This is an optimization exercise on Yosys and OpenROAD, whose aim is small area and a short achievable clock period, not a production implementation. Function was checked by simulation only, so behaviour that the tests miss may differ from the original.

<file path="design/flow/run.sh">
#!/bin/bash
# synth_recipe.tcl (not shown) runs the flow's synth.tcl, then flattens the netlist and writes it again
# the make line also repeats each setting of config.mk as NAME=value (left out here)
make -C /OpenROAD-flow-scripts/flow DESIGN_CONFIG=/design/flow/config.mk WORK_HOME=/design/flow/orfs CLKGATE_MAP_FILE= SYNTH_SCRIPT=/design/flow/synth_recipe.tcl finish
</file>
<file path="design/flow/design.v">
module PID(
input clk, rst_n,
input pwr_up,
input logic [17:0] integrator_in,
output logic signed [17:0] integrator,
output logic [7:0] ss_tmr
);
logic [10:0] pre;
logic [10:0] pre_inc;
logic [7:0] ss_inc;
logic [11:0] pc;
logic [8:0] sc;
always_comb begin
  pc[0] = 1'b1;
  for (int k = 0; k < 11; k++) begin
    pre_inc[k] = pre[k] ^ pc[k];
    pc[k+1] = pc[k] & pre[k];
  end
  sc[0] = pc[11] & !(&ss_tmr);
  for (int k = 0; k < 8; k++) begin
    ss_inc[k] = ss_tmr[k] ^ sc[k];
    sc[k+1] = sc[k] & ss_tmr[k];
  end
end
always_ff @(posedge clk, negedge rst_n) begin
  if (!rst_n)
    integrator <= 18'h00000;
  else
    integrator <= integrator_in;
end
always_ff @(posedge clk, negedge rst_n) begin
  if (!rst_n) begin
    pre <= 11'h000;
    ss_tmr <= 8'h00;
  end else if (!pwr_up) begin
    pre <= 11'h000;
    ss_tmr <= 8'h00;
  end else begin
    pre <= pre_inc;
    ss_tmr <= ss_inc;
  end
end
endmodule
module SegwayMath(
input vld, pwr_up, rider_off,
input logic signed [15:0] ptch,
input logic signed [15:0] ptch_rt,
input logic [11:0] steer_pot,
input logic en_steer,
input logic signed [17:0] integrator,
input logic [7:0] ss_tmr,
output logic [17:0] integrator_in,
output logic signed [11:0] lft_spd,
output logic signed [11:0] rght_spd,
output logic too_fast
);
wire e_pos = !ptch[15] && |ptch[14:9];
wire e_neg = ptch[15] && !(&ptch[14:9]);
wire [9:0] e = e_pos ? 10'h1FF : e_neg ? 10'h200 : ptch[9:0];
wire [17:0] isum;
wire ov = (integrator[17] == e[9]) && (isum[17] != integrator[17]);
assign integrator_in = rider_off ? 18'h00000 : (vld && !ov) ? isum : integrator;
wire i_pos = !integrator[17] && |integrator[16:15];
wire i_neg = integrator[17] && !(&integrator[16:15]);
wire [14:0] I_term = i_pos ? 15'h3FFF : i_neg ? 15'h4000 : integrator[15:1];
wire [9:0] r = ptch_rt[15:6];
wire pot_hi = (&steer_pot[11:9]) && (|steer_pot[8:0]);
wire pot_lo = !(|steer_pot[11:9]);
wire [11:0] lim = pot_hi ? 12'hE00 : pot_lo ? 12'h200 : steer_pot;
wire [9:0] st3;
wire [9:0] st = en_steer ? st3 : 10'h000;
wire [15:0] PID_sum;
wire pos_sat = !PID_sum[15] && |PID_sum[14:11];
wire neg_sat = PID_sum[15] && !(&PID_sum[14:11]);
wire [11:0] X = pos_sat ? 12'h7FF : neg_sat ? 12'h800 : PID_sum[11:0];
wire [12:0] lt, rt;
wire [8:0] lap, lam, rap, ram;
wire l_hi, l_pos, l_sm, l_lo, l_fast, r_hi, r_pos, r_sm, r_lo, r_fast;
wire n1 = integrator[0] ^ e[0];
wire n2 = integrator[0] & e[0];
wire n3 = integrator[1] ^ e[1] ^ n2;
wire n4 = (integrator[1] & e[1]) | (integrator[1] & n2) | (e[1] & n2);
wire n5 = integrator[2] ^ e[2] ^ n4;
wire n6 = (integrator[2] & e[2]) | (integrator[2] & n4) | (e[2] & n4);
wire n7 = integrator[3] ^ e[3] ^ n6;
wire n8 = (integrator[3] & e[3]) | (integrator[3] & n6) | (e[3] & n6);
wire n9 = integrator[4] ^ e[4] ^ n8;
wire n10 = (integrator[4] & e[4]) | (integrator[4] & n8) | (e[4] & n8);
wire n11 = integrator[5] ^ e[5] ^ n10;
wire n12 = (integrator[5] & e[5]) | (integrator[5] & n10) | (e[5] & n10);
wire n13 = integrator[6] ^ e[6] ^ n12;
wire n14 = (integrator[6] & e[6]) | (integrator[6] & n12) | (e[6] & n12);
wire n15 = integrator[7] ^ e[7] ^ n14;
wire n16 = (integrator[7] & e[7]) | (integrator[7] & n14) | (e[7] & n14);
wire n17 = integrator[8] ^ e[8] ^ n16;
wire n18 = (integrator[8] & e[8]) | (integrator[8] & n16) | (e[8] & n16);
wire n19 = integrator[9] ^ e[9] ^ n18;
wire n20 = (integrator[9] & e[9]) | (integrator[9] & n18) | (e[9] & n18);
wire n21 = integrator[10] ^ e[9] ^ n20;
wire n22 = (integrator[10] & e[9]) | (integrator[10] & n20) | (e[9] & n20);
wire n23 = integrator[11] ^ e[9] ^ n22;
wire n24 = (integrator[11] & e[9]) | (integrator[11] & n22) | (e[9] & n22);
wire n25 = integrator[12] ^ e[9] ^ n24;
wire n26 = (integrator[12] & e[9]) | (integrator[12] & n24) | (e[9] & n24);
wire n27 = integrator[13] ^ e[9] ^ n26;
wire n28 = (integrator[13] & e[9]) | (integrator[13] & n26) | (e[9] & n26);
wire n29 = integrator[14] ^ e[9] ^ n28;
wire n30 = (integrator[14] & e[9]) | (integrator[14] & n28) | (e[9] & n28);
wire n31 = integrator[15] ^ e[9] ^ n30;
wire n32 = (integrator[15] & e[9]) | (integrator[15] & n30) | (e[9] & n30);
wire n33 = integrator[16] ^ e[9] ^ n32;
wire n34 = (integrator[16] & e[9]) | (integrator[16] & n32) | (e[9] & n32);
wire n35 = integrator[17] ^ e[9] ^ n34;
wire n36 = (integrator[17] & e[9]) | (integrator[17] & n34) | (e[9] & n34);
wire n37 = I_term[0] ^ e[0];
wire n38 = I_term[0] | e[0];
wire n39 = I_term[1] ^ e[1] ^ n38;
wire n40 = (I_term[1] & e[1]) | (I_term[1] & n38) | (e[1] & n38);
wire n41 = ~r[2];
wire n42 = I_term[2] ^ n41 ^ e[2];
wire n43 = (I_term[2] & n41) | (I_term[2] & e[2]) | (n41 & e[2]);
wire n44 = I_term[3] ^ e[3] ^ e[0];
wire n45 = (I_term[3] & e[3]) | (I_term[3] & e[0]) | (e[3] & e[0]);
wire n46 = ~r[3];
wire n47 = n46 ^ n43 ^ n44;
wire n48 = (n46 & n43) | (n46 & n44) | (n43 & n44);
wire n49 = I_term[4] ^ e[4] ^ e[1];
wire n50 = (I_term[4] & e[4]) | (I_term[4] & e[1]) | (e[4] & e[1]);
wire n51 = ~r[4];
wire n52 = n51 ^ n45 ^ n49;
wire n53 = (n51 & n45) | (n51 & n49) | (n45 & n49);
wire n54 = I_term[5] ^ e[5] ^ e[2];
wire n55 = (I_term[5] & e[5]) | (I_term[5] & e[2]) | (e[5] & e[2]);
wire n56 = ~r[5];
wire n57 = n56 ^ n50 ^ n54;
wire n58 = (n56 & n50) | (n56 & n54) | (n50 & n54);
wire n59 = I_term[6] ^ e[6] ^ e[3];
wire n60 = (I_term[6] & e[6]) | (I_term[6] & e[3]) | (e[6] & e[3]);
wire n61 = ~r[6];
wire n62 = n61 ^ n55 ^ n59;
wire n63 = (n61 & n55) | (n61 & n59) | (n55 & n59);
wire n64 = I_term[7] ^ e[7] ^ e[4];
wire n65 = (I_term[7] & e[7]) | (I_term[7] & e[4]) | (e[7] & e[4]);
wire n66 = ~r[7];
wire n67 = n66 ^ n60 ^ n64;
wire n68 = (n66 & n60) | (n66 & n64) | (n60 & n64);
wire n69 = I_term[8] ^ e[8] ^ e[5];
wire n70 = (I_term[8] & e[8]) | (I_term[8] & e[5]) | (e[8] & e[5]);
wire n71 = ~r[8];
wire n72 = n71 ^ n65 ^ n69;
wire n73 = (n71 & n65) | (n71 & n69) | (n65 & n69);
wire n74 = I_term[9] ^ r[9] ^ e[6];
wire n75 = (I_term[9] & r[9]) | (I_term[9] & e[6]) | (r[9] & e[6]);
wire n76 = ~e[9];
wire n77 = n76 ^ n70 ^ n74;
wire n78 = (n76 & n70) | (n76 & n74) | (n70 & n74);
wire n79 = I_term[10] ^ e[7];
wire n80 = I_term[10] | e[7];
wire n81 = ~n79;
wire n82 = n81 ^ n75 ^ n78;
wire n83 = (n81 & n75) | (n81 & n78) | (n75 & n78);
wire n84 = I_term[11] ^ e[8];
wire n85 = I_term[11] | e[8];
wire n86 = ~n84;
wire n87 = n80 ^ n86 ^ n83;
wire n88 = (n80 & n86) | (n80 & n83) | (n86 & n83);
wire n89 = ~e[9];
wire n90 = I_term[12] ^ n89 ^ n85;
wire n91 = (I_term[12] & n89) | (I_term[12] & n85) | (n89 & n85);
wire n92 = I_term[13] ^ n91;
wire n93 = I_term[13] | n91;
wire n94 = r[0] ^ n37;
wire n95 = ~r[0] & ~n37;
wire n96 = r[1] ^ n39;
wire n97 = ~r[1] & n39;
wire n98 = n40 ^ n42;
wire n99 = n40 & n42;
wire n100 = n48 ^ n52;
wire n101 = n48 & n52;
wire n102 = n53 ^ n57;
wire n103 = n53 & n57;
wire n104 = n58 ^ n62;
wire n105 = n58 & n62;
wire n106 = n63 ^ n67;
wire n107 = n63 & n67;
wire n108 = n68 ^ n72;
wire n109 = n68 & n72;
wire n110 = n73 ^ n77;
wire n111 = n73 & n77;
wire n112 = n88 ^ n90;
wire n113 = n88 & n90;
wire n114 = I_term[14] ^ n93;
wire n115 = ~I_term[14] & n93;
wire n116 = n98 & n97;
wire n117 = n99 | n116;
wire n118 = n98 & ~n96;
wire n119 = n100 & n47;
wire n120 = n104 & n103;
wire n121 = n105 | n120;
wire n122 = n104 & n102;
wire n123 = n108 & n107;
wire n124 = n109 | n123;
wire n125 = n108 & n106;
wire n126 = n82 & n111;
wire n127 = n82 & n110;
wire n128 = n112 & n87;
wire n129 = ~n114 & ~n92;
wire n130 = ~n96 & n95;
wire n131 = n97 | n130;
wire n132 = n118 & n95;
wire n133 = n117 | n132;
wire n134 = n102 & n101;
wire n135 = n103 | n134;
wire n136 = n102 & n119;
wire n137 = n122 & n101;
wire n138 = n121 | n137;
wire n139 = n122 & n119;
wire n140 = n110 & n124;
wire n141 = n111 | n140;
wire n142 = n110 & n125;
wire n143 = n127 & n124;
wire n144 = n126 | n143;
wire n145 = n127 & n125;
wire n146 = ~n92 & n113;
wire n147 = ~n92 & n128;
wire n148 = n129 & n113;
wire n149 = n115 | n148;
wire n150 = n129 & n128;
wire n151 = n47 & n133;
wire n152 = n119 & n133;
wire n153 = n101 | n152;
wire n154 = n136 & n133;
wire n155 = n135 | n154;
wire n156 = n139 & n133;
wire n157 = n138 | n156;
wire n158 = n87 & n144;
wire n159 = n87 & n145;
wire n160 = n128 & n144;
wire n161 = n113 | n160;
wire n162 = n128 & n145;
wire n163 = n147 & n144;
wire n164 = n146 | n163;
wire n165 = n147 & n145;
wire n166 = n150 & n144;
wire n167 = n149 | n166;
wire n168 = n150 & n145;
wire n169 = n106 & n157;
wire n170 = n107 | n169;
wire n171 = n125 & n157;
wire n172 = n124 | n171;
wire n173 = n142 & n157;
wire n174 = n141 | n173;
wire n175 = n145 & n157;
wire n176 = n144 | n175;
wire n177 = n159 & n157;
wire n178 = n158 | n177;
wire n179 = n162 & n157;
wire n180 = n161 | n179;
wire n181 = n165 & n157;
wire n182 = n164 | n181;
wire n183 = n168 & n157;
wire n184 = n167 | n183;
wire n185 = n96 ^ n95;
wire n186 = n98 ^ n131;
wire n187 = n47 ^ n133;
wire n188 = n100 ^ n151;
wire n189 = n102 ^ n153;
wire n190 = n104 ^ n155;
wire n191 = n106 ^ n157;
wire n192 = n108 ^ n170;
wire n193 = n110 ^ n172;
wire n194 = n82 ^ n174;
wire n195 = n87 ^ n176;
wire n196 = n112 ^ n178;
wire n197 = n92 ^ n180;
wire n198 = n114 ^ n182;
wire n199 = ~(ss_tmr[0] & X[0]);
wire n200 = ~(ss_tmr[0] & X[1]);
wire n201 = ~(ss_tmr[0] & X[2]);
wire n202 = ~(ss_tmr[0] & X[3]);
wire n203 = ~(ss_tmr[0] & X[4]);
wire n204 = ~(ss_tmr[0] & X[5]);
wire n205 = ~(ss_tmr[0] & X[6]);
wire n206 = ~(ss_tmr[0] & X[7]);
wire n207 = ~(ss_tmr[0] & X[8]);
wire n208 = ~(ss_tmr[0] & X[9]);
wire n209 = ~(ss_tmr[0] & X[10]);
wire n210 = ~(ss_tmr[0] & X[11]);
wire n211 = ~(ss_tmr[1] & X[0]);
wire n212 = ~(ss_tmr[1] & X[1]);
wire n213 = ~(ss_tmr[1] & X[2]);
wire n214 = ~(ss_tmr[1] & X[3]);
wire n215 = ~(ss_tmr[1] & X[4]);
wire n216 = ~(ss_tmr[1] & X[5]);
wire n217 = ~(ss_tmr[1] & X[6]);
wire n218 = ~(ss_tmr[1] & X[7]);
wire n219 = ~(ss_tmr[1] & X[8]);
wire n220 = ~(ss_tmr[1] & X[9]);
wire n221 = ~(ss_tmr[1] & X[10]);
wire n222 = ~(ss_tmr[1] & X[11]);
wire n223 = ~(ss_tmr[2] & X[0]);
wire n224 = ~(ss_tmr[2] & X[1]);
wire n225 = ~(ss_tmr[2] & X[2]);
wire n226 = ~(ss_tmr[2] & X[3]);
wire n227 = ~(ss_tmr[2] & X[4]);
wire n228 = ~(ss_tmr[2] & X[5]);
wire n229 = ~(ss_tmr[2] & X[6]);
wire n230 = ~(ss_tmr[2] & X[7]);
wire n231 = ~(ss_tmr[2] & X[8]);
wire n232 = ~(ss_tmr[2] & X[9]);
wire n233 = ~(ss_tmr[2] & X[10]);
wire n234 = ~(ss_tmr[2] & X[11]);
wire n235 = ~(ss_tmr[3] & X[0]);
wire n236 = ~(ss_tmr[3] & X[1]);
wire n237 = ~(ss_tmr[3] & X[2]);
wire n238 = ~(ss_tmr[3] & X[3]);
wire n239 = ~(ss_tmr[3] & X[4]);
wire n240 = ~(ss_tmr[3] & X[5]);
wire n241 = ~(ss_tmr[3] & X[6]);
wire n242 = ~(ss_tmr[3] & X[7]);
wire n243 = ~(ss_tmr[3] & X[8]);
wire n244 = ~(ss_tmr[3] & X[9]);
wire n245 = ~(ss_tmr[3] & X[10]);
wire n246 = ~(ss_tmr[3] & X[11]);
wire n247 = ~(ss_tmr[4] & X[0]);
wire n248 = ~(ss_tmr[4] & X[1]);
wire n249 = ~(ss_tmr[4] & X[2]);
wire n250 = ~(ss_tmr[4] & X[3]);
wire n251 = ~(ss_tmr[4] & X[4]);
wire n252 = ~(ss_tmr[4] & X[5]);
wire n253 = ~(ss_tmr[4] & X[6]);
wire n254 = ~(ss_tmr[4] & X[7]);
wire n255 = ~(ss_tmr[4] & X[8]);
wire n256 = ~(ss_tmr[4] & X[9]);
wire n257 = ~(ss_tmr[4] & X[10]);
wire n258 = ~(ss_tmr[4] & X[11]);
wire n259 = ~(ss_tmr[5] & X[0]);
wire n260 = ~(ss_tmr[5] & X[1]);
wire n261 = ~(ss_tmr[5] & X[2]);
wire n262 = ~(ss_tmr[5] & X[3]);
wire n263 = ~(ss_tmr[5] & X[4]);
wire n264 = ~(ss_tmr[5] & X[5]);
wire n265 = ~(ss_tmr[5] & X[6]);
wire n266 = ~(ss_tmr[5] & X[7]);
wire n267 = ~(ss_tmr[5] & X[8]);
wire n268 = ~(ss_tmr[5] & X[9]);
wire n269 = ~(ss_tmr[5] & X[10]);
wire n270 = ~(ss_tmr[5] & X[11]);
wire n271 = ~(ss_tmr[6] & X[0]);
wire n272 = ~(ss_tmr[6] & X[1]);
wire n273 = ~(ss_tmr[6] & X[2]);
wire n274 = ~(ss_tmr[6] & X[3]);
wire n275 = ~(ss_tmr[6] & X[4]);
wire n276 = ~(ss_tmr[6] & X[5]);
wire n277 = ~(ss_tmr[6] & X[6]);
wire n278 = ~(ss_tmr[6] & X[7]);
wire n279 = ~(ss_tmr[6] & X[8]);
wire n280 = ~(ss_tmr[6] & X[9]);
wire n281 = ~(ss_tmr[6] & X[10]);
wire n282 = ~(ss_tmr[6] & X[11]);
wire n283 = ~(ss_tmr[7] & X[0]);
wire n284 = ~(ss_tmr[7] & X[1]);
wire n285 = ~(ss_tmr[7] & X[2]);
wire n286 = ~(ss_tmr[7] & X[3]);
wire n287 = ~(ss_tmr[7] & X[4]);
wire n288 = ~(ss_tmr[7] & X[5]);
wire n289 = ~(ss_tmr[7] & X[6]);
wire n290 = ~(ss_tmr[7] & X[7]);
wire n291 = ~(ss_tmr[7] & X[8]);
wire n292 = ~(ss_tmr[7] & X[9]);
wire n293 = ~(ss_tmr[7] & X[10]);
wire n294 = ~(ss_tmr[7] & X[11]);
wire n295 = n205 ^ n216;
wire n296 = ~n205 & ~n216;
wire n297 = n206 ^ n217 ^ n228;
wire n298 = (n206 & n217) | (n206 & n228) | (n217 & n228);
wire n299 = n239 ^ n250;
wire n300 = ~n239 & ~n250;
wire n301 = n207 ^ n218 ^ n229;
wire n302 = (n207 & n218) | (n207 & n229) | (n218 & n229);
wire n303 = n240 ^ n251 ^ n262;
wire n304 = (n240 & n251) | (n240 & n262) | (n251 & n262);
wire n305 = n208 ^ n219 ^ n230;
wire n306 = (n208 & n219) | (n208 & n230) | (n219 & n230);
wire n307 = n241 ^ n252 ^ n263;
wire n308 = (n241 & n252) | (n241 & n263) | (n252 & n263);
wire n309 = n209 ^ n220 ^ n231;
wire n310 = (n209 & n220) | (n209 & n231) | (n220 & n231);
wire n311 = n242 ^ n253 ^ n264;
wire n312 = (n242 & n253) | (n242 & n264) | (n253 & n264);
wire n313 = n210 ^ n221;
wire n314 = n210 | ~n221;
wire n315 = n232 ^ n243 ^ n254;
wire n316 = (n232 & n243) | (n232 & n254) | (n243 & n254);
wire n317 = n265 ^ n276;
wire n318 = ~n265 & ~n276;
wire n319 = ~n222;
wire n320 = n319 ^ n233 ^ n244;
wire n321 = (n319 & n233) | (n319 & n244) | (n233 & n244);
wire n322 = n255 ^ n266 ^ n277;
wire n323 = (n255 & n266) | (n255 & n277) | (n266 & n277);
wire n324 = ~n234;
wire n325 = n324 ^ n245 ^ n256;
wire n326 = (n324 & n245) | (n324 & n256) | (n245 & n256);
wire n327 = n203 ^ n214;
wire n328 = ~n203 & ~n214;
wire n329 = n204 ^ n215 ^ n226;
wire n330 = (n204 & n215) | (n204 & n226) | (n215 & n226);
wire n331 = n237 ^ n248;
wire n332 = ~n237 & ~n248;
wire n333 = n227 ^ n238 ^ n249;
wire n334 = (n227 & n238) | (n227 & n249) | (n238 & n249);
wire n335 = ~n295;
wire n336 = n260 ^ n271 ^ n335;
wire n337 = (n260 & n271) | (n260 & n335) | (n271 & n335);
wire n338 = n261 ^ n272 ^ n283;
wire n339 = (n261 & n272) | (n261 & n283) | (n272 & n283);
wire n340 = ~n297;
wire n341 = n296 ^ n299 ^ n340;
wire n342 = (n296 & n299) | (n296 & n340) | (n299 & n340);
wire n343 = ~n300;
wire n344 = n273 ^ n284 ^ n343;
wire n345 = (n273 & n284) | (n273 & n343) | (n284 & n343);
wire n346 = n298 ^ n301 ^ n303;
wire n347 = (n298 & n301) | (n298 & n303) | (n301 & n303);
wire n348 = n274 ^ n285 ^ n302;
wire n349 = (n274 & n285) | (n274 & n302) | (n285 & n302);
wire n350 = n304 ^ n305 ^ n307;
wire n351 = (n304 & n305) | (n304 & n307) | (n305 & n307);
wire n352 = n275 ^ n286 ^ n306;
wire n353 = (n275 & n286) | (n275 & n306) | (n286 & n306);
wire n354 = n308 ^ n309 ^ n311;
wire n355 = (n308 & n309) | (n308 & n311) | (n309 & n311);
wire n356 = n287 ^ n310 ^ n312;
wire n357 = (n287 & n310) | (n287 & n312) | (n310 & n312);
wire n358 = ~n315;
wire n359 = n313 ^ n317 ^ n358;
wire n360 = (n313 & n317) | (n313 & n358) | (n317 & n358);
wire n361 = ~n288;
wire n362 = n361 ^ n314 ^ n318;
wire n363 = (n361 & n314) | (n361 & n318) | (n314 & n318);
wire n364 = n316 ^ n322 ^ n320;
wire n365 = (n316 & n322) | (n316 & n320) | (n322 & n320);
wire n366 = n267 ^ n278 ^ n289;
wire n367 = (n267 & n278) | (n267 & n289) | (n278 & n289);
wire n368 = n323 ^ n321 ^ n325;
wire n369 = (n323 & n321) | (n323 & n325) | (n321 & n325);
wire n370 = ~n246;
wire n371 = n370 ^ n257 ^ n268;
wire n372 = (n370 & n257) | (n370 & n268) | (n257 & n268);
wire n373 = n279 ^ n290 ^ n326;
wire n374 = (n279 & n290) | (n279 & n326) | (n290 & n326);
wire n375 = ~n258;
wire n376 = n375 ^ n269 ^ n280;
wire n377 = (n375 & n269) | (n375 & n280) | (n269 & n280);
wire n378 = n202 ^ n213;
wire n379 = ~n202 & ~n213;
wire n380 = n225 ^ n236 ^ n247;
wire n381 = (n225 & n236) | (n225 & n247) | (n236 & n247);
wire n382 = ~n259;
wire n383 = n382 ^ n328 ^ n331;
wire n384 = (n382 & n328) | (n382 & n331) | (n328 & n331);
wire n385 = ~n332;
wire n386 = n385 ^ n330 ^ n333;
wire n387 = (n385 & n330) | (n385 & n333) | (n330 & n333);
wire n388 = n334 ^ n338 ^ n337;
wire n389 = (n334 & n338) | (n334 & n337) | (n338 & n337);
wire n390 = n339 ^ n344 ^ n346;
wire n391 = (n339 & n344) | (n339 & n346) | (n344 & n346);
wire n392 = n345 ^ n347 ^ n348;
wire n393 = (n345 & n347) | (n345 & n348) | (n347 & n348);
wire n394 = n349 ^ n351 ^ n352;
wire n395 = (n349 & n351) | (n349 & n352) | (n351 & n352);
wire n396 = n353 ^ n355 ^ n356;
wire n397 = (n353 & n355) | (n353 & n356) | (n355 & n356);
wire n398 = ~n357;
wire n399 = n362 ^ n398 ^ n360;
wire n400 = (n362 & n398) | (n362 & n360) | (n398 & n360);
wire n401 = n366 ^ n365 ^ n368;
wire n402 = (n366 & n365) | (n366 & n368) | (n365 & n368);
wire n403 = n367 ^ n371 ^ n369;
wire n404 = (n367 & n371) | (n367 & n369) | (n371 & n369);
wire n405 = n291 ^ n372 ^ n376;
wire n406 = (n291 & n372) | (n291 & n376) | (n372 & n376);
wire n407 = ~n270;
wire n408 = n407 ^ n281 ^ n292;
wire n409 = (n407 & n281) | (n407 & n292) | (n281 & n292);
wire n410 = n201 ^ n212;
wire n411 = ~n201 & ~n212;
wire n412 = ~n378;
wire n413 = n224 ^ n235 ^ n412;
wire n414 = (n224 & n235) | (n224 & n412) | (n235 & n412);
wire n415 = ~n380;
wire n416 = n379 ^ n327 ^ n415;
wire n417 = (n379 & n327) | (n379 & n415) | (n327 & n415);
wire n418 = ~n383;
wire n419 = n381 ^ n329 ^ n418;
wire n420 = (n381 & n329) | (n381 & n418) | (n329 & n418);
wire n421 = ~n384;
wire n422 = n421 ^ n336 ^ n386;
wire n423 = (n421 & n336) | (n421 & n386) | (n336 & n386);
wire n424 = ~n341;
wire n425 = n387 ^ n424 ^ n388;
wire n426 = (n387 & n424) | (n387 & n388) | (n424 & n388);
wire n427 = ~n342;
wire n428 = n427 ^ n389 ^ n390;
wire n429 = (n427 & n389) | (n427 & n390) | (n389 & n390);
wire n430 = n350 ^ n391 ^ n392;
wire n431 = (n350 & n391) | (n350 & n392) | (n391 & n392);
wire n432 = n354 ^ n393 ^ n394;
wire n433 = (n354 & n393) | (n354 & n394) | (n393 & n394);
wire n434 = ~n359;
wire n435 = n434 ^ n395 ^ n396;
wire n436 = (n434 & n395) | (n434 & n396) | (n395 & n396);
wire n437 = ~n399;
wire n438 = n364 ^ n397 ^ n437;
wire n439 = (n364 & n397) | (n364 & n437) | (n397 & n437);
wire n440 = ~n401;
wire n441 = n363 ^ n400 ^ n440;
wire n442 = (n363 & n400) | (n363 & n440) | (n400 & n440);
wire n443 = n373 ^ n402 ^ n403;
wire n444 = (n373 & n402) | (n373 & n403) | (n402 & n403);
wire n445 = n405 ^ n374 ^ n404;
wire n446 = (n405 & n374) | (n405 & n404) | (n374 & n404);
wire n447 = n408 ^ n377 ^ n406;
wire n448 = (n408 & n377) | (n408 & n406) | (n377 & n406);
wire n449 = ~n282;
wire n450 = n449 ^ n293 ^ n409;
wire n451 = (n449 & n293) | (n449 & n409) | (n293 & n409);
wire n452 = n200 ^ n211;
wire n453 = ~n200 & ~n211;
wire n454 = n410 ^ n223;
wire n455 = n410 & ~n223;
wire n456 = n411 ^ n413;
wire n457 = n411 & ~n413;
wire n458 = n414 ^ n416;
wire n459 = ~n414 & n416;
wire n460 = n417 ^ n419;
wire n461 = n417 & ~n419;
wire n462 = n420 ^ n422;
wire n463 = ~n420 & ~n422;
wire n464 = n423 ^ n425;
wire n465 = ~n423 & ~n425;
wire n466 = ~n454 & n453;
wire n467 = n455 | n466;
wire n468 = ~n454 & n452;
wire n469 = ~n458 & n457;
wire n470 = n459 | n469;
wire n471 = ~n458 & ~n456;
wire n472 = n462 & n461;
wire n473 = n463 | n472;
wire n474 = n462 & ~n460;
wire n475 = n474 & n470;
wire n476 = n473 | n475;
wire n477 = n474 & n471;
wire n478 = n477 & n467;
wire n479 = n476 | n478;
wire n480 = n464 & n479;
wire n481 = n465 | n480;
wire n482 = &lim[2:0];
wire n483 = &lim[3:0];
wire n484 = n482 & ~lim[3];
wire n485 = lim[4] ^ lim[5] ^ n483;
wire n486 = (lim[4] & lim[5]) | (lim[4] & n483) | (lim[5] & n483);
wire n487 = lim[5] ^ lim[6] ^ n486;
wire n488 = (lim[5] & lim[6]) | (lim[5] & n486) | (lim[6] & n486);
wire n489 = lim[6] ^ lim[7] ^ n488;
wire n490 = (lim[6] & lim[7]) | (lim[6] & n488) | (lim[7] & n488);
wire n491 = lim[7] ^ lim[8] ^ n490;
wire n492 = (lim[7] & lim[8]) | (lim[7] & n490) | (lim[8] & n490);
wire n493 = lim[8] ^ lim[9] ^ n492;
wire n494 = (lim[8] & lim[9]) | (lim[8] & n492) | (lim[9] & n492);
wire n495 = lim[9] ^ lim[10] ^ n494;
wire n496 = (lim[9] & lim[10]) | (lim[9] & n494) | (lim[10] & n494);
wire n497 = ~lim[11];
wire n498 = lim[10] ^ n497 ^ n496;
wire n499 = (lim[10] & n497) | (lim[10] & n496) | (n497 & n496);
wire n500 = ~n499;
wire n501 = lim[11] ^ lim[11] ^ n500;
wire n502 = (lim[11] & lim[11]) | (lim[11] & n500) | (lim[11] & n500);
wire n503 = lim[11] ^ lim[11] ^ n502;
wire n504 = (lim[11] & lim[11]) | (lim[11] & n502) | (lim[11] & n502);
wire n505 = lim[3] ^ lim[4] ^ n484;
wire n506 = (lim[3] & lim[4]) | (lim[3] & n484) | (lim[4] & n484);
wire n507 = n485 ^ n506;
wire n508 = n485 & n506;
wire n509 = n487 ^ n508;
wire n510 = n487 & n508;
wire n511 = n489 ^ n510;
wire n512 = n489 & n510;
wire n513 = n491 ^ n512;
wire n514 = n491 & n512;
wire n515 = n493 ^ n514;
wire n516 = n493 & n514;
wire n517 = n495 ^ n516;
wire n518 = n495 & n516;
wire n519 = n498 ^ n518;
wire n520 = n498 & n518;
wire n521 = n501 ^ n520;
wire n522 = ~n501 & n520;
wire n523 = n503 ^ n522;
wire n524 = ~n503 & n522;
wire n525 = ~st[0];
wire n526 = n525 ^ n426 ^ n428;
wire n527 = (n525 & n426) | (n525 & n428) | (n426 & n428);
wire n528 = ~st[1];
wire n529 = n528 ^ n429 ^ n430;
wire n530 = (n528 & n429) | (n528 & n430) | (n429 & n430);
wire n531 = ~st[2];
wire n532 = n531 ^ n431 ^ n432;
wire n533 = (n531 & n431) | (n531 & n432) | (n431 & n432);
wire n534 = ~st[3];
wire n535 = n534 ^ n433 ^ n435;
wire n536 = (n534 & n433) | (n534 & n435) | (n433 & n435);
wire n537 = ~st[4];
wire n538 = n537 ^ n436 ^ n438;
wire n539 = (n537 & n436) | (n537 & n438) | (n436 & n438);
wire n540 = ~n439;
wire n541 = st[5] ^ n540 ^ n441;
wire n542 = (st[5] & n540) | (st[5] & n441) | (n540 & n441);
wire n543 = ~n443;
wire n544 = st[6] ^ n543 ^ n442;
wire n545 = (st[6] & n543) | (st[6] & n442) | (n543 & n442);
wire n546 = ~st[7];
wire n547 = n546 ^ n444 ^ n445;
wire n548 = (n546 & n444) | (n546 & n445) | (n444 & n445);
wire n549 = ~st[8];
wire n550 = n549 ^ n447 ^ n446;
wire n551 = (n549 & n447) | (n549 & n446) | (n447 & n446);
wire n552 = n450 ^ st[9];
wire n553 = ~n450 | ~st[9];
wire n554 = n448 ^ n552 ^ n551;
wire n555 = (n448 & n552) | (n448 & n551) | (n552 & n551);
wire n556 = n294 ^ n451;
wire n557 = n294 | ~n451;
wire n558 = ~n555;
wire n559 = n556 ^ n553 ^ n558;
wire n560 = (n556 & n553) | (n556 & n558) | (n553 & n558);
wire n561 = n481 ^ n526;
wire n562 = n481 & ~n526;
wire n563 = ~n562;
wire n564 = n527 ^ n529 ^ n563;
wire n565 = (n527 & n529) | (n527 & n563) | (n529 & n563);
wire n566 = n530 ^ n532 ^ n565;
wire n567 = (n530 & n532) | (n530 & n565) | (n532 & n565);
wire n568 = n533 ^ n535 ^ n567;
wire n569 = (n533 & n535) | (n533 & n567) | (n535 & n567);
wire n570 = n536 ^ n538 ^ n569;
wire n571 = (n536 & n538) | (n536 & n569) | (n538 & n569);
wire n572 = ~n541;
wire n573 = n539 ^ n572 ^ n571;
wire n574 = (n539 & n572) | (n539 & n571) | (n572 & n571);
wire n575 = ~n574;
wire n576 = n542 ^ n544 ^ n575;
wire n577 = (n542 & n544) | (n542 & n575) | (n544 & n575);
wire n578 = ~n547;
wire n579 = n545 ^ n578 ^ n577;
wire n580 = (n545 & n578) | (n545 & n577) | (n578 & n577);
wire n581 = ~n580;
wire n582 = n548 ^ n550 ^ n581;
wire n583 = (n548 & n550) | (n548 & n581) | (n550 & n581);
wire n584 = n554 ^ n583;
wire n585 = ~n554 & ~n583;
wire n586 = n559 ^ n585;
wire n587 = n559 & n585;
wire n588 = n557 ^ n560 ^ n587;
wire n589 = (n557 & n560) | (n557 & n587) | (n560 & n587);
wire n590 = lt[4] & lt[3];
wire n591 = ~lt[5] & n590;
wire n592 = lt[5] | n591;
wire n593 = lt[6] & n592;
wire n594 = ~lt[7] & n593;
wire n595 = lt[7] | n594;
wire n596 = lt[8] & n595;
wire n597 = lt[9] & n596;
wire n598 = lt[10] & n597;
wire n599 = lt[11] & n598;
wire n600 = lt[4] ^ lt[3];
wire n601 = lt[5] ^ n590;
wire n602 = lt[6] ^ n592;
wire n603 = lt[7] ^ n593;
wire n604 = lt[8] ^ n595;
wire n605 = lt[9] ^ n596;
wire n606 = lt[10] ^ n597;
wire n607 = lt[11] ^ n598;
wire n608 = ~lt[4] & lt[3];
wire n609 = lt[4] | n608;
wire n610 = lt[5] & n609;
wire n611 = ~lt[6] & n610;
wire n612 = lt[6] | n611;
wire n613 = lt[7] & n612;
wire n614 = ~lt[8] & n613;
wire n615 = lt[8] | n614;
wire n616 = ~lt[9] & n615;
wire n617 = lt[9] | n616;
wire n618 = ~lt[10] & n617;
wire n619 = lt[10] | n618;
wire n620 = ~lt[11] & n619;
wire n621 = lt[11] | n620;
wire n622 = lt[4] ^ lt[3];
wire n623 = lt[5] ^ n609;
wire n624 = lt[6] ^ n610;
wire n625 = lt[7] ^ n612;
wire n626 = lt[8] ^ n613;
wire n627 = lt[9] ^ n615;
wire n628 = lt[10] ^ n617;
wire n629 = lt[11] ^ n619;
wire n630 = (lt[9] & (lt[8] & (lt[7] | (lt[6] & (lt[5] | (lt[4] & lt[3]))))));
wire n631 = (lt[6] | (lt[5] & (lt[4] | (lt[3] & (lt[2] | (lt[1] & lt[0]))))));
wire n632 = (lt[7] & (lt[6] & (lt[5] | (lt[4] & (lt[3] | (lt[2] & lt[1]))))));
wire n633 = (lt[9] | (lt[8] | (lt[7] & (lt[6] | (lt[5] & (lt[4] | lt[3]))))));
wire n634 = (lt[6] & (lt[5] | (lt[4] & (lt[3] & (lt[2] | (lt[1] | lt[0]))))));
wire n635 = st[0] ^ n426;
wire n636 = ~st[0] | ~n426;
wire n637 = ~n481;
wire n638 = n428 ^ n635 ^ n637;
wire n639 = (n428 & n635) | (n428 & n637) | (n635 & n637);
wire n640 = st[1] ^ n429 ^ n430;
wire n641 = (st[1] & n429) | (st[1] & n430) | (n429 & n430);
wire n642 = ~n636;
wire n643 = n642 ^ n640 ^ n639;
wire n644 = (n642 & n640) | (n642 & n639) | (n640 & n639);
wire n645 = st[2] ^ n431 ^ n432;
wire n646 = (st[2] & n431) | (st[2] & n432) | (n431 & n432);
wire n647 = n641 ^ n645 ^ n644;
wire n648 = (n641 & n645) | (n641 & n644) | (n645 & n644);
wire n649 = st[3] ^ n433 ^ n435;
wire n650 = (st[3] & n433) | (st[3] & n435) | (n433 & n435);
wire n651 = n646 ^ n649 ^ n648;
wire n652 = (n646 & n649) | (n646 & n648) | (n649 & n648);
wire n653 = st[4] ^ n436 ^ n438;
wire n654 = (st[4] & n436) | (st[4] & n438) | (n436 & n438);
wire n655 = n650 ^ n653 ^ n652;
wire n656 = (n650 & n653) | (n650 & n652) | (n653 & n652);
wire n657 = ~n441;
wire n658 = st[5] ^ n439 ^ n657;
wire n659 = (st[5] & n439) | (st[5] & n657) | (n439 & n657);
wire n660 = n654 ^ n658 ^ n656;
wire n661 = (n654 & n658) | (n654 & n656) | (n658 & n656);
wire n662 = ~n442;
wire n663 = st[6] ^ n443 ^ n662;
wire n664 = (st[6] & n443) | (st[6] & n662) | (n443 & n662);
wire n665 = n659 ^ n663 ^ n661;
wire n666 = (n659 & n663) | (n659 & n661) | (n663 & n661);
wire n667 = st[7] ^ n444 ^ n445;
wire n668 = (st[7] & n444) | (st[7] & n445) | (n444 & n445);
wire n669 = n667 ^ n664 ^ n666;
wire n670 = (n667 & n664) | (n667 & n666) | (n664 & n666);
wire n671 = st[8] ^ n447 ^ n446;
wire n672 = (st[8] & n447) | (st[8] & n446) | (n447 & n446);
wire n673 = n668 ^ n671 ^ n670;
wire n674 = (n668 & n671) | (n668 & n670) | (n671 & n670);
wire n675 = n450 ^ st[9];
wire n676 = ~n450 | st[9];
wire n677 = ~n675;
wire n678 = n448 ^ n677 ^ n672;
wire n679 = (n448 & n677) | (n448 & n672) | (n677 & n672);
wire n680 = n294 ^ n451;
wire n681 = n294 | ~n451;
wire n682 = ~n679;
wire n683 = n680 ^ n676 ^ n682;
wire n684 = (n680 & n676) | (n680 & n682) | (n676 & n682);
wire n685 = n674 ^ n678;
wire n686 = ~n674 & ~n678;
wire n687 = n683 ^ n686;
wire n688 = n683 & n686;
wire n689 = n681 ^ n684 ^ n688;
wire n690 = (n681 & n684) | (n681 & n688) | (n684 & n688);
wire n691 = rt[4] & rt[3];
wire n692 = ~rt[5] & n691;
wire n693 = rt[5] | n692;
wire n694 = rt[6] & n693;
wire n695 = ~rt[7] & n694;
wire n696 = rt[7] | n695;
wire n697 = rt[8] & n696;
wire n698 = rt[9] & n697;
wire n699 = rt[10] & n698;
wire n700 = rt[11] & n699;
wire n701 = rt[4] ^ rt[3];
wire n702 = rt[5] ^ n691;
wire n703 = rt[6] ^ n693;
wire n704 = rt[7] ^ n694;
wire n705 = rt[8] ^ n696;
wire n706 = rt[9] ^ n697;
wire n707 = rt[10] ^ n698;
wire n708 = rt[11] ^ n699;
wire n709 = ~rt[4] & rt[3];
wire n710 = rt[4] | n709;
wire n711 = rt[5] & n710;
wire n712 = ~rt[6] & n711;
wire n713 = rt[6] | n712;
wire n714 = rt[7] & n713;
wire n715 = ~rt[8] & n714;
wire n716 = rt[8] | n715;
wire n717 = ~rt[9] & n716;
wire n718 = rt[9] | n717;
wire n719 = ~rt[10] & n718;
wire n720 = rt[10] | n719;
wire n721 = ~rt[11] & n720;
wire n722 = rt[11] | n721;
wire n723 = rt[4] ^ rt[3];
wire n724 = rt[5] ^ n710;
wire n725 = rt[6] ^ n711;
wire n726 = rt[7] ^ n713;
wire n727 = rt[8] ^ n714;
wire n728 = rt[9] ^ n716;
wire n729 = rt[10] ^ n718;
wire n730 = rt[11] ^ n720;
wire n731 = (rt[9] & (rt[8] & (rt[7] | (rt[6] & (rt[5] | (rt[4] & rt[3]))))));
wire n732 = (rt[6] | (rt[5] & (rt[4] | (rt[3] & (rt[2] | (rt[1] & rt[0]))))));
wire n733 = (rt[7] & (rt[6] & (rt[5] | (rt[4] & (rt[3] | (rt[2] & rt[1]))))));
wire n734 = (rt[9] | (rt[8] | (rt[7] & (rt[6] | (rt[5] & (rt[4] | rt[3]))))));
wire n735 = (rt[6] & (rt[5] | (rt[4] & (rt[3] & (rt[2] | (rt[1] | rt[0]))))));
assign isum[0] = n1;
assign isum[1] = n3;
assign isum[2] = n5;
assign isum[3] = n7;
assign isum[4] = n9;
assign isum[5] = n11;
assign isum[6] = n13;
assign isum[7] = n15;
assign isum[8] = n17;
assign isum[9] = n19;
assign isum[10] = n21;
assign isum[11] = n23;
assign isum[12] = n25;
assign isum[13] = n27;
assign isum[14] = n29;
assign isum[15] = n31;
assign isum[16] = n33;
assign isum[17] = n35;
assign PID_sum[0] = n94;
assign PID_sum[1] = ~n185;
assign PID_sum[2] = n186;
assign PID_sum[3] = n187;
assign PID_sum[4] = n188;
assign PID_sum[5] = n189;
assign PID_sum[6] = n190;
assign PID_sum[7] = n191;
assign PID_sum[8] = n192;
assign PID_sum[9] = n193;
assign PID_sum[10] = n194;
assign PID_sum[11] = n195;
assign PID_sum[12] = n196;
assign PID_sum[13] = ~n197;
assign PID_sum[14] = ~n198;
assign PID_sum[15] = ~n184;
assign st3[0] = n505;
assign st3[1] = n507;
assign st3[2] = n509;
assign st3[3] = n511;
assign st3[4] = n513;
assign st3[5] = n515;
assign st3[6] = n517;
assign st3[7] = n519;
assign st3[8] = ~n521;
assign st3[9] = ~n523;
assign lt[0] = ~n561;
assign lt[1] = ~n564;
assign lt[2] = ~n566;
assign lt[3] = ~n568;
assign lt[4] = ~n570;
assign lt[5] = ~n573;
assign lt[6] = n576;
assign lt[7] = n579;
assign lt[8] = ~n582;
assign lt[9] = n584;
assign lt[10] = n586;
assign lt[11] = n588;
assign lt[12] = ~n589;
assign lap[0] = ~lt[3];
assign lam[0] = ~lt[3];
assign lap[1] = n600;
assign lam[1] = ~n622;
assign lap[2] = ~n601;
assign lam[2] = n623;
assign lap[3] = n602;
assign lam[3] = ~n624;
assign lap[4] = ~n603;
assign lam[4] = n625;
assign lap[5] = n604;
assign lam[5] = ~n626;
assign lap[6] = n605;
assign lam[6] = ~n627;
assign lap[7] = n606;
assign lam[7] = ~n628;
assign lap[8] = n607;
assign lam[8] = ~n629;
assign l_hi = (lt[11] | (lt[10] & n630));
assign l_pos = (lt[11] | (lt[10] | (lt[9] | (lt[8] | (lt[7] | n631)))));
assign l_sm = (lt[11] & (lt[10] & (lt[9] & (lt[8] & n632))));
assign l_lo = (lt[11] & (lt[10] | n633));
assign l_fast = (lt[11] | (lt[10] & (lt[9] | (lt[8] & (lt[7] | n634)))));
assign rt[0] = ~n638;
assign rt[1] = ~n643;
assign rt[2] = ~n647;
assign rt[3] = ~n651;
assign rt[4] = ~n655;
assign rt[5] = ~n660;
assign rt[6] = ~n665;
assign rt[7] = ~n669;
assign rt[8] = ~n673;
assign rt[9] = n685;
assign rt[10] = n687;
assign rt[11] = n689;
assign rt[12] = ~n690;
assign rap[0] = ~rt[3];
assign ram[0] = ~rt[3];
assign rap[1] = n701;
assign ram[1] = ~n723;
assign rap[2] = ~n702;
assign ram[2] = n724;
assign rap[3] = n703;
assign ram[3] = ~n725;
assign rap[4] = ~n704;
assign ram[4] = n726;
assign rap[5] = n705;
assign ram[5] = ~n727;
assign rap[6] = n706;
assign ram[6] = ~n728;
assign rap[7] = n707;
assign ram[7] = ~n729;
assign rap[8] = n708;
assign ram[8] = ~n730;
assign r_hi = (rt[11] | (rt[10] & n731));
assign r_pos = (rt[11] | (rt[10] | (rt[9] | (rt[8] | (rt[7] | n732)))));
assign r_sm = (rt[11] & (rt[10] & (rt[9] & (rt[8] & n733))));
assign r_lo = (rt[11] & (rt[10] | n734));
assign r_fast = (rt[11] | (rt[10] & (rt[9] | (rt[8] & (rt[7] | n735)))));
wire [11:0] l_y = !lt[12] ? (l_hi ? 12'h7FF : l_pos ? {lap, lt[2:0]} : {lt[9:0], 2'b00})
                          : (l_sm ? {lt[9:0], 2'b00} : l_lo ? {lam, lt[2:0]} : 12'h800);
wire [11:0] r_y = !rt[12] ? (r_hi ? 12'h7FF : r_pos ? {rap, rt[2:0]} : {rt[9:0], 2'b00})
                          : (r_sm ? {rt[9:0], 2'b00} : r_lo ? {ram, rt[2:0]} : 12'h800);
assign lft_spd = pwr_up ? l_y : 12'h000;
assign rght_spd = pwr_up ? r_y : 12'h000;
assign too_fast = pwr_up && ((!lt[12] && l_fast) || (!rt[12] && r_fast));
endmodule
module balance_cntrl
# (parameter fast_sim=1)
(
input clk, rst_n,
input vld, pwr_up, rider_off,
input logic signed [15:0] ptch,
input logic signed [15:0] ptch_rt,
input logic [11:0] steer_pot,
input logic en_steer,
output logic signed [11:0] lft_spd,
output logic signed [11:0] rght_spd,
output logic too_fast
);
logic signed [17:0] integrator;
logic [17:0] integrator_in;
logic [7:0] ss_tmr;
PID PID_balance (.clk(clk), .rst_n(rst_n), .pwr_up(pwr_up), .integrator_in(integrator_in),
                 .integrator(integrator), .ss_tmr(ss_tmr));
SegwayMath SegwayMath_balance (.vld(vld), .pwr_up(pwr_up), .rider_off(rider_off), .ptch(ptch),
                 .ptch_rt(ptch_rt), .steer_pot(steer_pot), .en_steer(en_steer),
                 .integrator(integrator), .ss_tmr(ss_tmr), .integrator_in(integrator_in),
                 .lft_spd(lft_spd), .rght_spd(rght_spd), .too_fast(too_fast));
endmodule
</file>
<file path="design/flow/constraint.sdc">
create_clock -name core_clock -period 35.0 [get_ports {clk}]
set_input_delay 7.0000 -clock core_clock [delete_from_list [all_inputs] [get_ports {clk}]]
set_output_delay 7.0000 -clock core_clock [all_outputs]
set_load 0.01 [all_outputs]
</file>
<file path="design/flow/config.mk">
export PLATFORM = sky130hd
export DESIGN_NAME = balance_cntrl
export DESIGN_NICKNAME = balance_cntrl
export VERILOG_FILES = /design/flow/design.v
export SDC_FILE = /design/flow/constraint.sdc
export NUM_CORES = 4
export LEC_CHECK = 0
export ABC_AREA = 1
export CAP_MARGIN = 20
export CORE_MARGIN = 2
export CORE_UTILIZATION = 40
export SLEW_MARGIN = 20
</file>
==> impl_metrics.py <==
metrics = {
    "sta": {
        "fin_hold_ws_ns": 0.434,
        "fin_ws_ns": 7.22,
        "worst_clock_skew_ns": 0.00465,
        "setup_viol": 0,
        "period_needed_ns": 27.78,
        "max_clock_freq_mhz": 36.0,
        "setup_total_negative_slack_ns": 0,
        "rsz0062_at_grt": "no",
        "maxSlewHeadroom_pct": 43.5,
        "layout_worst_path_cycle_share_pct": 79.4,
        "drv_slew": 0,
        "final_hold_fails": 0,
        "worst-slew-pin-transition_ns": 0.847,
    },
    "grt": {
        "grt_antenna_before_repair": 0,
        "grt_start_max_net_pins": 38,
        "grt_overflow": 0,
        "grt_first_pass_wirelength_um": 32400,
        "grtUsageTotal_pct": 17.6,
        "grt_pass1_vias": 7017,
    },
    "power_and_ir_drop": {
        "comb_power_share_pct": 83.5,
        "power.leakage_uw": 0.00491,
        "fin_total_pwr_uw": 633,
        "part_of_the_total_power_dissipated_in_the_clock_network_pct": 8.2,
        "sequentialPowerShare_pct": 8.3,
        "power_per_cell_area_mw_per_mm2": 65.9,
        "switching_power_uw": 366,
        "max_vdd_drop_mv": 0.0489,
        "power_report.internal_total_uw": 266,
        "switching_share_pct": 57.9,
    },
    "synth": {
        "synth.distinct_cells": 41,
        "yosys_warnings": 1,
        "syn_avg_cell_area_um2": 7.83,
        "synth-seq-cells": 37,
        "ys_dominant_reg_cell": "sky130_fd_sc_hd__dfrtp_1",
        "summed_instance_area_of_the_synthesized_netlist_mm2": 0.00850,
        "synth.yosys.seq_area_share_pct": 10.9,
        "synth.largest_area_cell": "sky130_fd_sc_hd__fa_1",
        "synth_largest_type_area_fraction_pct": 32.3,
        "synth_area_leaders": "sky130_fd_sc_hd__fa_1, sky130_fd_sc_hd__ha_1, sky130_fd_sc_hd__inv_1",
        "netlist_instances": 1086,
        "number_of_synthesized_flops_with_an_enable_pin": 0,
        "synth_fp_nets": 1369,
        "async_flop_share_pct": 100,
    },
    "final_layout": {
        "synthToLayoutAreaGrowth_pct": 13.0,
        "layout.cells.non_filler": 1418,
        "fillers": 2164,
        "final_cell_mix": "sky130_fd_sc_hd__inv_1, sky130_fd_sc_hd__nand2_1, sky130_fd_sc_hd__fa_1, sky130_fd_sc_hd__nor2_1, sky130_fd_sc_hd__ha_1",
        "most_common_cell_after_layout_fill_and_taps_aside": "sky130_fd_sc_hd__inv_1",
        "layout-drive-gt1-share_pct": 3.06,
        "number_of_antenna_cells_inserted": 0,
        "finish.net_count": 1425,
    },
    "clocking": {
        "cts.root.buffer_cell": "sky130_fd_sc_hd__clkbuf_16",
        "post_cts_resize_count": 0,
        "cts_buffers": 5,
        "tritoncts": "built",
        "cts-root-to-sink-buffers": 2,
        "holdBufCountCts": 0,
        "insertion_delay_ns": 0.29,
        "clock_tree.htree_level_count": 2,
        "cts_sinks": 37,
        "worst_setup_hold_path_clk_slew_ns": 0.06,
        "postCtsSetupRepairBufs": 0,
    },
    "floorplan": {
        "dieWidth_um": 150,
        "die-height_um": 150,
        "initial_utilization_pct": 40.6,
        "num_io_pins": 75,
        "design.core.area_mm2": 0.0210,
        "rows": 53,
        "die-area_mm2": 0.0224,
    },
    "routing": {
        "drt-pass1-iter-count": 5,
        "antenna_violating_nets_post_route": 0,
        "top_layer_used": "met4",
        "wl_per_cell_um": 13.0,
        "routed-via-count": 6852,
        "drtIter0Drc": 288,
        "vias_per_cell": 4.83,
        "detailroute.wirelength.met2_um": 9030,
        "wirelength_um": 18400,
        "routed-wl-met3_um": 633,
        "detail_route.wirelength.met1_um": 8530,
        "post-route-drc-count": 0,
    },
    "worst_setup_path": {
        "timing.reg2reg.worst_path_depth": 28,
        "worstSetupStartpointType": "input port",
        "timing.critical_path.mode_cell": "sky130_fd_sc_hd__fa_1",
        "crit_path_top_delay_cell": "sky130_fd_sc_hd__clkdlybuf4s50_1",
        "cp_max_fo": 28,
        "critical_path.max_stage_delay_ns": 0.63,
        "worstSetupPathType": "in -> out",
        "worst-endpoint-arrival_ns": 20.78,
        "endpoint_kind": "output pin",
        "worst_ep_required_time_ns": 28.00,
    },
    "placement": {
        "io_buffer_count": 68,
        "dp_cells": 1410,
        "dpl_worst_slack_ns": 7.08,
        "hpwlAfterDp_um": 15600,
        "routabilityCongestion": 0.854,
    },
    "worst_hold_path": {
        "holdPathStages": 1,
        "timing.hold.worst.class": "reg -> reg",
    },
    "run": {
        "max_cap_violations": 0,
    },
    "status": {
        "status": "finished clean",
    },
}
[layout make-up]
| class | instances | area, um2 | share of cell area (%) |
|---|---|---|---|
| sequential | 37 | 926 | 9.64 |
| tap | 275 | 344 | 3.58 |
| timing repair buffer | 68 | 676 | 7.03 |
| multi-input combinational | 749 | 6430 | 67.0 |
| inverter | 281 | 1050 | 11.0 |
| clock inverter | 3 | 46.3 | 0.482 |
| clock buffer | 5 | 125 | 1.30 |
[path summary, 6_finish.rpt]
| path | start | endpoint | slack, ns |
|---|---|---|---|
| max | ptch[15] | lft_spd[6] | 7.22 |
| min | PID_balance.pre[0]$_DFF_PN0_ | PID_balance.pre[0]$_DFF_PN0_ | 0.43 |
| max reg2reg | PID_balance.integrator[0]$_DFFE_PN0P_ | PID_balance.integrator[7]$_DFFE_PN0P_ | 27.50 |
| min reg2reg | PID_balance.pre[0]$_DFF_PN0_ | PID_balance.pre[0]$_DFF_PN0_ | 0.43 |
| max in group asynchronous | rst_n | PID_balance.integrator[4]$_DFFE_PN0P_ | 27.65 |
| min in group asynchronous | rst_n | PID_balance.pre[4]$_DFF_PN0_ | 6.82 |
[per-layer routing]
metal,vias up,track usage [%]
met1,3264,24.0
met4,0,3.16
met3,14,0.732
met5,-,0
met2,130,31.6
li1,3444,-
[registers in the layout, summed over array words and instances (netlist names)]
name / flops
PID_balance.pre: 11
PID_balance.integrator: 18
PID_balance.ss_tmr: 8
[critical path, delay by kind of cell]
| family | cells | cell delay [ns] |
|---|---|---|
| compound gates | 3 | 0.89 |
| fa+ha+maj | 22 | 7.73 |
| buf+inv | 16 | 2.88 |
| simple gates | 16 | 2.25 |
[Yosys cell counts (5+ instances only)]
| cell type | n |
|---|---|
| sky130_fd_sc_hd__a211oi_1 | 15 |
| sky130_fd_sc_hd__a21oi_1 | 62 |
| sky130_fd_sc_hd__a31oi_1 | 5 |
| sky130_fd_sc_hd__clkbuf_1 | 15 |
| sky130_fd_sc_hd__dfrtp_1 | 37 |
| sky130_fd_sc_hd__fa_1 | 137 |
| sky130_fd_sc_hd__ha_1 | 96 |
| sky130_fd_sc_hd__inv_1 | 275 |
| sky130_fd_sc_hd__nand2_1 | 175 |
| sky130_fd_sc_hd__nand2_2 | 6 |
| sky130_fd_sc_hd__nand3_1 | 19 |
| sky130_fd_sc_hd__nand4_1 | 6 |
| sky130_fd_sc_hd__nor2_1 | 97 |
| sky130_fd_sc_hd__nor3_1 | 29 |
| sky130_fd_sc_hd__o21ai_0 | 45 |
| sky130_fd_sc_hd__o22ai_1 | 5 |
| sky130_fd_sc_hd__or2_2 | 6 |
| sky130_fd_sc_hd__xor2_1 | 6 |
[metrics by stage]
step,area [um2],util (%)
after detailed placement,9430,45.0
after CTS,9600,45.8
after floorplan,8500,-
after global placement,9430,45.0
after global routing,9600,45.8
final,9600,45.8
[power by group through the flow]
stage	clock network, uW	logic (uW)	registers (uW)
finish	52.1	528	52.4
global route	55.2	607	53.2
CTS	53.6	530	52.5
detailed placement	0	527	53.3
global placement	0	522	53.2
floorplan	0	404	52.1
[logic make-up (layout without fill, tap and decap cells)]
group	count (synthesis)	after routing	synth area share, %
compound gates	153	153	10.7
fa+ha+maj	233	233	46.4
xor+xnor	10	10	1.03
buf+inv	300	357	13.4
simple gates	353	353	17.6
flops	37	37	10.9

-- separate check: timing with driven ports --
Ports are ideal in the flow. The routed layout listed here was re-timed in OpenROAD. Step 1 assumes that a clkbuf_16 drives the clock port and a buf_2 every other input. Step 2 adds t to the input delays and takes it off the output delays; t is the mean of the earliest and latest rising clock arrival at the registers after step 1. Input paths then give back, and output paths get back, about the clock's delay inside the block. Slacks: ideal ports / drivers / drivers and shift; pairs: ideal ports / drivers.
t (ns): 0.317
setup WS [ns]: 7.220 / 7.198 / 7.198
clock arrival spread, ns: 0.005 / 0.005
After both steps this run still meets setup and hold. For this run, drivers alone change the setup slack by -0.022 ns; drivers and shift together by -0.022 ns.
